What follows belongs to an exercise in optimizing a design on an open flow for small area; a production flow would make more cautious choices. In this exercise RTL edits were held to simulation tests only and were not proved equivalent to the original.

## flow/design.v (module list and top-level ports; edited modules follow where they fit)
// module rms_peak_core: 838 lines
// module rms_fa: 10 lines
// module rms_pp: 10 lines
// module rms_pp3: 11 lines
// module rms_pp3b: 13 lines
// module rms_ao22: 9 lines
// module rms_fa1: 9 lines
// module rms_ao22s: 9 lines
// module rms_ha: 9 lines
// module rms_peak_axis: 144 lines
module rms_peak_axis #(
    parameter integer C_S_AXI_DATA_WIDTH = 32,
    parameter integer C_S_AXI_ADDR_WIDTH = 4,
    parameter integer AUDIO_WIDTH        = 16,
    parameter integer ALPHA_WIDTH        = 16,
    parameter integer CORE_LATENCY       = 3
)(
    input  wire aclk,
    input  wire aresetn,
    input  wire [31:0] s_axis_tdata,
    input  wire        s_axis_tlast,
    input  wire        s_axis_tvalid,
    output wire        s_axis_tready,
    output wire [31:0] m_axis_tdata,
    output wire        m_axis_tlast,
    output wire        m_axis_tvalid,
    input  wire        m_axis_tready,
    input  wire [C_S_AXI_ADDR_WIDTH-1:0] s_axi_awaddr,
    input  wire                          s_axi_awvalid,
    output wire                          s_axi_awready,
    input  wire [C_S_AXI_DATA_WIDTH-1:0] s_axi_wdata,
    input  wire [3:0]                    s_axi_wstrb,
    input  wire                          s_axi_wvalid,
    output wire                          s_axi_wready,
    output wire [1:0]                    s_axi_bresp,
    output wire                          s_axi_bvalid,
    input  wire                          s_axi_bready,
    input  wire [C_S_AXI_ADDR_WIDTH-1:0] s_axi_araddr,
    input  wire                          s_axi_arvalid,
    output wire                          s_axi_arready,
    output wire [C_S_AXI_DATA_WIDTH-1:0] s_axi_rdata,
    output wire [1:0]                    s_axi_rresp,
    output wire                          s_axi_rvalid,
    input  wire                          s_axi_rready
);
  // ...
==> flow/flow/run.sh <==
#!/bin/bash
# Standard ORFS layout through the standard.sh (standard synthesis
# unchanged) with two changes: port buffers are the smallest buffer (buf_1)
# instead of the delay cell buffer_ports picks by default, and CTS builds
# smaller leaf clusters of clkbuf cells without dummy clock loads.
# Each ORFS step logs to orfs/logs/...; make's own output goes to flow_make.log.
set -euo pipefail
bash standard.sh \
  'BUFFER_PORTS_ARGS=-buffer_cell sky130_fd_sc_hd__buf_1' \
  'CTS_ARGS=-sink_clustering_enable -repair_clock_nets -dont_use_dummy_load -buf_list sky130_fd_sc_hd__clkbuf_4 -sink_clustering_size 8 -sink_clustering_max_diameter 50' \
  finish > flow_make.log 2>&1
==> flow/standard.sh <==
#!/bin/bash
# synth_recipe.tcl (not shown) runs the flow's synth.tcl, then flattens the netlist and writes it again
# the make line also repeats each setting of config.mk as NAME=value (left out here)
make -C /OpenROAD-flow-scripts/flow DESIGN_CONFIG=/design/flow/config.mk WORK_HOME=/design/flow/orfs CLKGATE_MAP_FILE= SYNTH_SCRIPT=/design/flow/synth_recipe.tcl "${@:-finish}"
==> flow/config.mk <==
export PLATFORM = sky130hd
export DESIGN_NAME = rms_peak_axis
export DESIGN_NICKNAME = rms_peak_axis
export VERILOG_FILES = /design/flow/design.v
export SDC_FILE = /design/flow/constraint.sdc
export NUM_CORES = 4
export LEC_CHECK = 0
export ABC_AREA = 0
export CAP_MARGIN = 20
export CORE_MARGIN = 2
export CORE_UTILIZATION = 50
export SLEW_MARGIN = 20
export SYNTH_HIERARCHICAL = 1
==> flow/constraint.sdc <==
create_clock -name core_clock -period 12.0 [get_ports {aclk}]
set_input_delay 2.4000 -clock core_clock [delete_from_list [all_inputs] [get_ports {aclk}]]
set_output_delay 2.4000 -clock core_clock [all_outputs]
set_load 0.01 [all_outputs]
==> results.json, run 1 <==
{
  "status": "timing/DRC/antenna clean",
  "multi_input_area_sq_um": 16500,
  "synth.largest_area_cell": "fa_1",
  "seq_cell_count": 258,
  "reg.largest.list": "axi_rdata x32, reg_alpha x32, reg_ctrl x32",
  "stdcell_area_sq_um": 24200,
  "cp.buffers_inverters": 2,
  "synth.most_common_cell": "fa_1",
  "cap_violations": 0,
  "ys_seq_area_frac": 0.236,
  "whs_endpoint": "axi_rdata[31]",
  "htreeDepth": 2,
  "critical_path_arrival_ns": 12.07,
  "timing.final.crit_share": 0.958,
  "clk_pin_slew_worst_paths_ns": 0.09,
  "comb.multi_input.count": 1439,
  "syn-mean-instance-area_sq_um": 12.2,
  "synth_top_area_frac": 0.319,
  "dr.pass1.iters": 17,
  "root_buffer": "clkbuf_4",
  "top_usage_layer": "met2",
  "grt_use_total": 0.276,
  "netlist_instances": 1785,
  "dpl_cell_area_sq_um": 23900,
  "fmax_mhz": 86.9,
  "use_met2": 0.423
}
==> run 2, diff against run 1 <==
--- a/flow/design.v
+++ b/flow/design.v
@@ -11,18 +11,18 @@
     output reg  [14:0] dout
 );
     wire        sgn = din[15];
     wire [14:0] mag = (din[14:0] ^ {15{sgn}}) + {14'b0, sgn & (|din[14:0])};
     reg  [14:0] abs_val;
     reg  [30:0] env_acc;
     reg  [14:0] abs_val_d1;
     wire [14:0] env_hi = env_acc[30:16];
-    wire s1, c2;
-    rms_fa u_s1 (.a(env_acc[16]), .b(~abs_val[0]), .c(1'b1), .s(s1), .co(c2));
+    wire s1 = env_acc[16] ^ ~abs_val[0] ^ 1'b1;
+    wire c2 = (env_acc[16] & ~abs_val[0]) | (1'b1 & (env_acc[16] ^ ~abs_val[0]));
     wire s3, c4;
     rms_fa u_s3 (.a(env_acc[17]), .b(~abs_val[1]), .c(c2), .s(s3), .co(c4));
     wire s5, c6;
     rms_fa u_s5 (.a(env_acc[18]), .b(~abs_val[2]), .c(c4), .s(s5), .co(c6));
     wire s7, c8;
     rms_ha u_s7 (.a(env_acc[19]), .b(~abs_val[3]), .s(s7), .co(c8));
     wire s9, c10;
     rms_fa u_s9 (.a(env_acc[20]), .b(~abs_val[4]), .c(c8), .s(s9), .co(c10));
@@ -438,42 +438,42 @@
     wire s290, c291;
     rms_fa u_s290 (.a(pp179), .b(pp195), .c(pp211), .s(s290), .co(c291));
     wire s292, c293;
     rms_ha u_s292 (.a(pp227), .b(env_acc[13]), .s(s292), .co(c293));
     wire s294, c295;
     rms_fa u_s294 (.a(s261), .b(pp164), .c(pp180), .s(s294), .co(c295));
     wire s296, c297;
     rms_fa u_s296 (.a(pp196), .b(pp212), .c(pp228), .s(s296), .co(c297));
-    wire s298, c299;
-    rms_fa u_s298 (.a(pp244), .b(env_acc[14]), .c(1'b1), .s(s298), .co(c299));
+    wire s298 = pp244 ^ 1'b1 ^ env_acc[14];
+    wire c299 = (pp244 & 1'b1) | (env_acc[14] & (pp244 ^ 1'b1));
     wire s300, c301;
     rms_fa u_s300 (.a(c262), .b(s263), .c(pp165), .s(s300), .co(c301));
     wire s302, c303;
     rms_fa u_s302 (.a(pp181), .b(pp197), .c(pp213), .s(s302), .co(c303));
     wire s304, c305;
     rms_fa u_s304 (.a(pp229), .b(pp245), .c(env_acc[15]), .s(s304), .co(c305));
     wire s306, c307;
     rms_fa u_s306 (.a(c264), .b(s265), .c(pp166), .s(s306), .co(c307));
     wire s308, c309;
     rms_fa u_s308 (.a(pp182), .b(pp198), .c(pp214), .s(s308), .co(c309));
     wire s310, c311;
     rms_fa u_s310 (.a(pp230), .b(pp246), .c(env_acc[16]), .s(s310), .co(c311));
     wire s312, c313;
     rms_fa u_s312 (.a(c266), .b(s267), .c(pp183), .s(s312), .co(c313));
     wire s314, c315;
     rms_fa u_s314 (.a(pp199), .b(pp215), .c(pp231), .s(s314), .co(c315));
-    wire s316, c317;
-    rms_fa u_s316 (.a(pp247), .b(env_acc[17]), .c(1'b1), .s(s316), .co(c317));
+    wire s316 = pp247 ^ 1'b1 ^ env_acc[17];
+    wire c317 = (pp247 & 1'b1) | (env_acc[17] & (pp247 ^ 1'b1));
     wire s318, c319;
     rms_fa u_s318 (.a(c268), .b(s269), .c(pp184), .s(s318), .co(c319));
     wire s320, c321;
     rms_fa u_s320 (.a(pp200), .b(pp216), .c(pp232), .s(s320), .co(c321));
-    wire s322, c323;
-    rms_fa u_s322 (.a(pp248), .b(env_acc[18]), .c(1'b1), .s(s322), .co(c323));
+    wire s322 = pp248 ^ 1'b1 ^ env_acc[18];
+    wire c323 = (pp248 & 1'b1) | (env_acc[18] & (pp248 ^ 1'b1));
     wire s324, c325;
     rms_fa u_s324 (.a(c270), .b(ps153), .c(pp169), .s(s324), .co(c325));
     wire s326, c327;
     rms_fa u_s326 (.a(pp185), .b(pp201), .c(pp217), .s(s326), .co(c327));
     wire s328, c329;
     rms_fa u_s328 (.a(pp233), .b(pp249), .c(env_acc[19]), .s(s328), .co(c329));
     wire s330, c331;
     rms_fa u_s330 (.a(pp170), .b(pp186), .c(pp202), .s(s330), .co(c331));
@@ -500,26 +500,26 @@
     rms_fa u_s351 (.a(pp124), .b(pp140), .c(pp156), .s(s351), .co(c352));
     wire s353 = ~pp172;
     wire s354, c355;
     rms_fa u_s354 (.a(pp125), .b(pp141), .c(pp157), .s(s354), .co(c355));
     wire s356, c357;
     rms_ha u_s356 (.a(pp173), .b(env_acc[7]), .s(s356), .co(c357));
     wire s358, c359;
     rms_fa u_s358 (.a(s271), .b(pp158), .c(pp174), .s(s358), .co(c359));
-    wire s360, c361;
-    rms_fa u_s360 (.a(pp190), .b(env_acc[8]), .c(1'b1), .s(s360), .co(c361));
+    wire s360 = pp190 ^ 1'b1 ^ env_acc[8];
+    wire c361 = (pp190 & 1'b1) | (env_acc[8] & (pp190 ^ 1'b1));
     wire s362, c363;
     rms_fa u_s362 (.a(c272), .b(s273), .c(pp159), .s(s362), .co(c363));
     wire s364, c365;
     rms_fa u_s364 (.a(pp175), .b(pp191), .c(env_acc[9]), .s(s364), .co(c365));
     wire s366, c367;
     rms_fa u_s366 (.a(c274), .b(s275), .c(s277), .s(s366), .co(c367));
-    wire s368, c369;
-    rms_fa u_s368 (.a(pp208), .b(env_acc[10]), .c(1'b1), .s(s368), .co(c369));
+    wire s368 = pp208 ^ 1'b1 ^ env_acc[10];
+    wire c369 = (pp208 & 1'b1) | (env_acc[10] & (pp208 ^ 1'b1));
     wire s370, c371;
     rms_fa u_s370 (.a(c276), .b(c278), .c(s279), .s(s370), .co(c371));
     wire s372, c373;
     rms_fa u_s372 (.a(s281), .b(pp209), .c(env_acc[11]), .s(s372), .co(c373));
     wire s374, c375;
     rms_fa u_s374 (.a(c280), .b(c282), .c(s283), .s(s374), .co(c375));
     wire s376, c377;
     rms_fa u_s376 (.a(s285), .b(s287), .c(env_acc[12]), .s(s376), .co(c377));
@@ -556,43 +556,43 @@
     wire s408, c409;
     rms_fa u_s408 (.a(s330), .b(s332), .c(s334), .s(s408), .co(c409));
     wire s410, c411;
     rms_fa u_s410 (.a(c331), .b(c333), .c(env_acc[20]), .s(s410), .co(c411));
     wire s412, c413;
     rms_fa u_s412 (.a(s335), .b(s337), .c(env_acc[21]), .s(s412), .co(c413));
     wire s414, c415;
     rms_fa u_s414 (.a(c336), .b(c338), .c(s339), .s(s414), .co(c415));
-    wire s416, c417;
-    rms_fa u_s416 (.a(s341), .b(env_acc[22]), .c(1'b1), .s(s416), .co(c417));
+    wire s416 = s341 ^ 1'b1 ^ env_acc[22];
+    wire c417 = (s341 & 1'b1) | (env_acc[22] & (s341 ^ 1'b1));
     wire s418, c419;
     rms_fa u_s418 (.a(c340), .b(c342), .c(s343), .s(s418), .co(c419));
     wire s420, c421;
     rms_fa u_s420 (.a(pp237), .b(pp253), .c(env_acc[23]), .s(s420), .co(c421));
     wire s422, c423;
     rms_fa u_s422 (.a(c344), .b(s345), .c(pp238), .s(s422), .co(c423));
-    wire s424, c425;
-    rms_fa u_s424 (.a(pp254), .b(env_acc[24]), .c(1'b1), .s(s424), .co(c425));
+    wire s424 = pp254 ^ 1'b1 ^ env_acc[24];
+    wire c425 = (pp254 & 1'b1) | (env_acc[24] & (pp254 ^ 1'b1));
     wire s426, c427;
     rms_fa u_s426 (.a(c346), .b(ps207), .c(pp223), .s(s426), .co(c427));
     wire s428, c429;
     rms_fa u_s428 (.a(pp239), .b(pp255), .c(env_acc[25]), .s(s428), .co(c429));
     wire s430, c431;
     rms_fa u_s430 (.a(pp224), .b(pp240), .c(pp256), .s(s430), .co(c431));
     wire s432 = ~env_acc[26];
     wire s433, c434;
     rms_fa u_s433 (.a(ps225), .b(pp241), .c(pp257), .s(s433), .co(c434));
     wire s435, c436;
     rms_ha u_s435 (.a(pp242), .b(pp258), .s(s435), .co(c436));
     wire s437, c438;
     rms_ha u_s437 (.a(pp120), .b(pp136), .s(s437), .co(c438));
     wire s439, c440;
     rms_ha u_s439 (.a(pp121), .b(pp137), .s(s439), .co(c440));
-    wire s441, c442;
-    rms_fa u_s441 (.a(s347), .b(pp154), .c(1'b1), .s(s441), .co(c442));
+    wire s441 = s347 ^ pp154 ^ 1'b1;
+    wire c442 = (s347 & pp154) | (1'b1 & (s347 ^ pp154));
     wire s443, c444;
     rms_fa u_s443 (.a(c348), .b(s349), .c(pp155), .s(s443), .co(c444));
     wire s445, c446;
     rms_fa u_s445 (.a(c350), .b(s351), .c(s353), .s(s445), .co(c446));
     wire s447, c448;
     rms_fa u_s447 (.a(c352), .b(pp172), .c(s354), .s(s447), .co(c448));
     wire s449, c450;
     rms_fa u_s449 (.a(c355), .b(c357), .c(s358), .s(s449), .co(c450));
@@ -629,26 +629,26 @@
     wire s481, c482;
     rms_fa u_s481 (.a(c419), .b(c421), .c(s422), .s(s481), .co(c482));
     wire s483, c484;
     rms_fa u_s483 (.a(c423), .b(c425), .c(s426), .s(s483), .co(c484));
     wire s485, c486;
     rms_fa u_s485 (.a(c427), .b(c429), .c(s430), .s(s485), .co(c486));
     wire s487, c488;
     rms_fa u_s487 (.a(c431), .b(env_acc[26]), .c(s433), .s(s487), .co(c488));
-    wire s489, c490;
-    rms_fa u_s489 (.a(c434), .b(s435), .c(1'b1), .s(s489), .co(c490));
+    wire s489 = c434 ^ s435 ^ 1'b1;
+    wire c490 = (c434 & s435) | (1'b1 & (c434 ^ s435));
     wire s491, c492;
     rms_fa u_s491 (.a(c436), .b(ps243), .c(pp259), .s(s491), .co(c492));
     wire s493 = ~pp260;
     wire s494 = ~pp118;
     wire s495, c496;
     rms_ha u_s495 (.a(pp119), .b(env_acc[1]), .s(s495), .co(c496));
-    wire s497, c498;
-    rms_fa u_s497 (.a(s437), .b(env_acc[2]), .c(1'b1), .s(s497), .co(c498));
+    wire s497 = s437 ^ 1'b1 ^ env_acc[2];
+    wire c498 = (s437 & 1'b1) | (env_acc[2] & (s437 ^ 1'b1));
     wire s499, c500;
     rms_fa u_s499 (.a(c438), .b(s439), .c(env_acc[3]), .s(s499), .co(c500));
     wire s501, c502;
     rms_fa u_s501 (.a(c440), .b(s441), .c(env_acc[4]), .s(s501), .co(c502));
     wire s503, c504;
     rms_fa u_s503 (.a(c442), .b(s443), .c(env_acc[5]), .s(s503), .co(c504));
     wire s505, c506;
     rms_fa u_s505 (.a(c444), .b(s445), .c(env_acc[6]), .s(s505), .co(c506));
==> results.json, run 2 <==
{
  "status": "timing/DRC/antenna clean",
  "async_reset_ff_frac": 0,
  "critical_path_arrival_ns": 12.05,
  "synthTopCellsByArea": "fa_1, dfxtp_1, a222oi_1",
  "ys_seq_elements": 258,
  "final.setup.tns_ns": 0,
  "hold_class": "reg -> reg",
  "areaGrowthSynthToFinish_pct": 10.3,
  "fmax_mhz": 87.1,
  "cpMaxStageDelayCell": "xor2_1",
  "syn-cell-area_sq_um": 21900,
  "synth_top_area_frac": 0.298,
  "rr_endpoint": "u_rms_r.env_acc[27]",
  "cap_violations": 0,
  "cp-end-kind": "flip-flop",
  "dieArea_sq_um": 45400,
  "grt_max_degree": 60,
  "io_buffer_count": 147,
  "netlist_instances": 1875,
  "synth_ff_type": "dfxtp_1",
  "start_util": 0.507,
  "layout_common_cells": "fa_1, a222oi_1, dfxtp_1, a22o_1, inv_1",
  "htreeDepth": 2,
  "io_pins": 162,
  "stdcell_area_sq_um": 24100,
  "yosysWarnings": 8,
  "timing.final.crit_period_ns": 11.48,
  "layout-drive-gt1-share": 0.0851,
  "path_class": "reg -> reg",
  "reg.largest.list": "axi_rdata x32, reg_alpha x32, reg_ctrl x32",
  "required_ns": 12.58,
  "synth-edff-count": 0,
  "viasPerCell": 6.78,
  "setup_viol_count_final": 0,
  "cts_resized": 0,
  "r2r_slack_ns": 0.52,
  "grt_pass1_vias": 18500,
  "ys_types": 64,
  "slew_viol_final": 0,
  "synth.largest_area_cell": "fa_1",
  "ant_nets": 0,
  "clk_pin_slew_worst_paths_ns": 0.10,
  "ys_seq_area_frac": 0.236,
  "critPathMostFrequentCell": "fa_1",
  "cp-startpoint": "u_rms_r.env_acc[19]",
  "grt_pass1_wl_microns": 101000,
  "crit_fanout": 10,
  "slew_headroom": 0.236,
  "tightest_slew_ns": 1.14,
  "grt_use_total": 0.280,
  "cts.sinks": 258,
  "wl_per_cell_microns": 23.3,
  "startpoint_type": "flip-flop",
  "ys_top_cells_by_count": "fa_1, a222oi_1, dfxtp_1",
  "clock_path_buffers": 3,
  "cts_tree": "yes",
  "synth.most_common_cell": "fa_1",
  "fp.dieH_microns": 213,
  "finClkSkew_ns": 0.112,
  "postCtsHoldBufs": 0,
  "final_nets": 2659,
  "syn-mean-instance-area_sq_um": 11.7,
  "hpwl_microns": 44800,
  "max_stage_delay_ns": 0.70,
  "dpl_cell_area_sq_um": 23800,
  "crit_end": "u_rms_r.env_acc[27]",
  "root_buffer": "clkbuf_4",
  "dieWidth_microns": 213,
  "dr.pass1.iters": 19,
  "via_count": 18400,
  "timing.final.crit_share": 0.956,
  "gp_congestion": 0.905,
  "core-area_sq_um": 43200,
  "final_common_cell": "fa_1",
  "clkLatencyLatePin_ns": 0.76,
  "hold_viol": 0,
  "grt-ovfl-total": 0,
  "cts_setup_buffers": 0,
  "num_rows": 76,
  "r2r-start": "u_rms_r.env_acc[19]",
  "drt_iter0_markers": 3912,
  "rsz0062_at_grt": "no",
  "cts_made_buffers": 41,
  "antenna_found_initial": 3,
  "drc": 0,
  "rr_worst_depth": 33,
  "wirelength_microns": 63300
}
-- run 2: cell count changes in the layout (fill, tap and decap cells not counted), moves of 12 or more --
cell     before  now
and2_1       59   33
conb_1       28    6
fa_1        348  326
ha_1         96  118
inv_1        81  167
nor2_1       25   79
o21a_1       16    0
o31ai_1      16    4
o31ai_2       0   14
-- run 2: cell families after synthesis --
family / after synthesis / share of synthesized area
xor gates and xnor gates: 100 / 0.0400
other: 1 / 0.000171
AOI/OAI and AO/OA: 573 / 0.244
DFF: 258 / 0.236
and+or+nand+nor: 295 / 0.0745
muxes: 9 / 0.00412
buffers and inverters: 195 / 0.0358
adders and majority gates: 444 / 0.366
-- run 2: metal layers --
layer	wire, microns	part of all wire	global-route usage	up-vias
met1	26100	0.41	0.401	9141
met3	6360	0.10	0.0521	151
met4	2080	0.033	0.0953	2
li1	-	-	-	7958
met2	28700	0.45	0.426	1141
met5	13	0.00021	0.00222	-
-- run 2: per-stage QoR --
| stage | instances | util | setup slack [ns] | hold slack [ns] |
|---|---|---|---|---|
| after floorplan | 1880 | - | 1.29 | 0.434 |
| after global placement | 2671 | 0.552 | 0.737 | 0.437 |
| after detailed placement | 2671 | 0.552 | 0.690 | 0.451 |
| after CTS | 2712 | 0.559 | 0.574 | 0.469 |
| after global routing | 2713 | 0.559 | 0.0270 | 0.486 |
| final | 2713 | 0.559 | 0.524 | 0.473 |
-- run 2: modules after synthesis (local to each module, per instance) --
module / flops+latches / cells inside / times used
rms_ao22s: 0 / 1 / 184
rms_pp3: 0 / 1 / 288
rms_fa: 0 / 1 / 326
rms_peak_core: 76 / 402 / 2
rms_peak_axis: 106 / 207 / 1
rms_ha: 0 / 1 / 66
-- run 2: critical path: cells and delay by family, from the launching register on --
kind                       cells  cell delay (ns)
and+or+nand+nor                4             0.83
xor gates and xnor gates       1             0.70
adders and majority gates     20             7.77
buffers and inverters          2             0.27
DFF                            1             0.36
AOI/OAI and AO/OA              6             1.37
-- run 2: area by class of cell --
cell class / count / area (sq um)
diodes: 1 / 2.50
repair buffers: 233 / 1210
clock buffers: 41 / 308
flip-flops and latches: 258 / 5160
inverters: 168 / 631
well taps: 585 / 732
multi-input cells: 1427 / 16100
fillers: 3894 / 19000
-- run 2: worst min-delay path by stage --
stage | from | end | depth (start not counted)
detailed placement | reg_alpha[31] | axi_rdata[31] | 2
finish | axi_arready | axi_arready | 1
floorplan | reg_alpha[16] | axi_rdata[16] | 2
global route | reg_ctrl[9] | reg_ctrl[9] | 1
CTS | reg_alpha[27] | axi_rdata[27] | 2
global placement | axi_arready | axi_arready | 1

-- what the ideal ports hide --
Ports are ideal in the flow. The routed layouts listed here were re-timed in OpenROAD.
Step 1 sets driving cells, clkbuf_16 on the clock port and buf_2 on the other inputs (assumed; they add their load-dependent delay and slew).
Step 2 adds t to the input delays and takes it off the output delays; t is the mean of the earliest and latest rising clock arrival at the registers after step 1. Input paths then give back, and output paths get back, about the clock's delay inside the block.
Three values: ideal, step 1, step 2; two values: the first two.
run | t, ns | slack for setup (ns) | clock arrival spread, ns | worst slew at a driven data input, ns
run 1 | 0.741 | 0.499 / 0.499 / 0.499 | 0.134 / 0.134 | 0.06
run 2 | 0.760 | 0.524 / 0.524 / 0.524 | 0.119 / 0.119 | 0.06
After both steps every run listed still meets setup and hold.
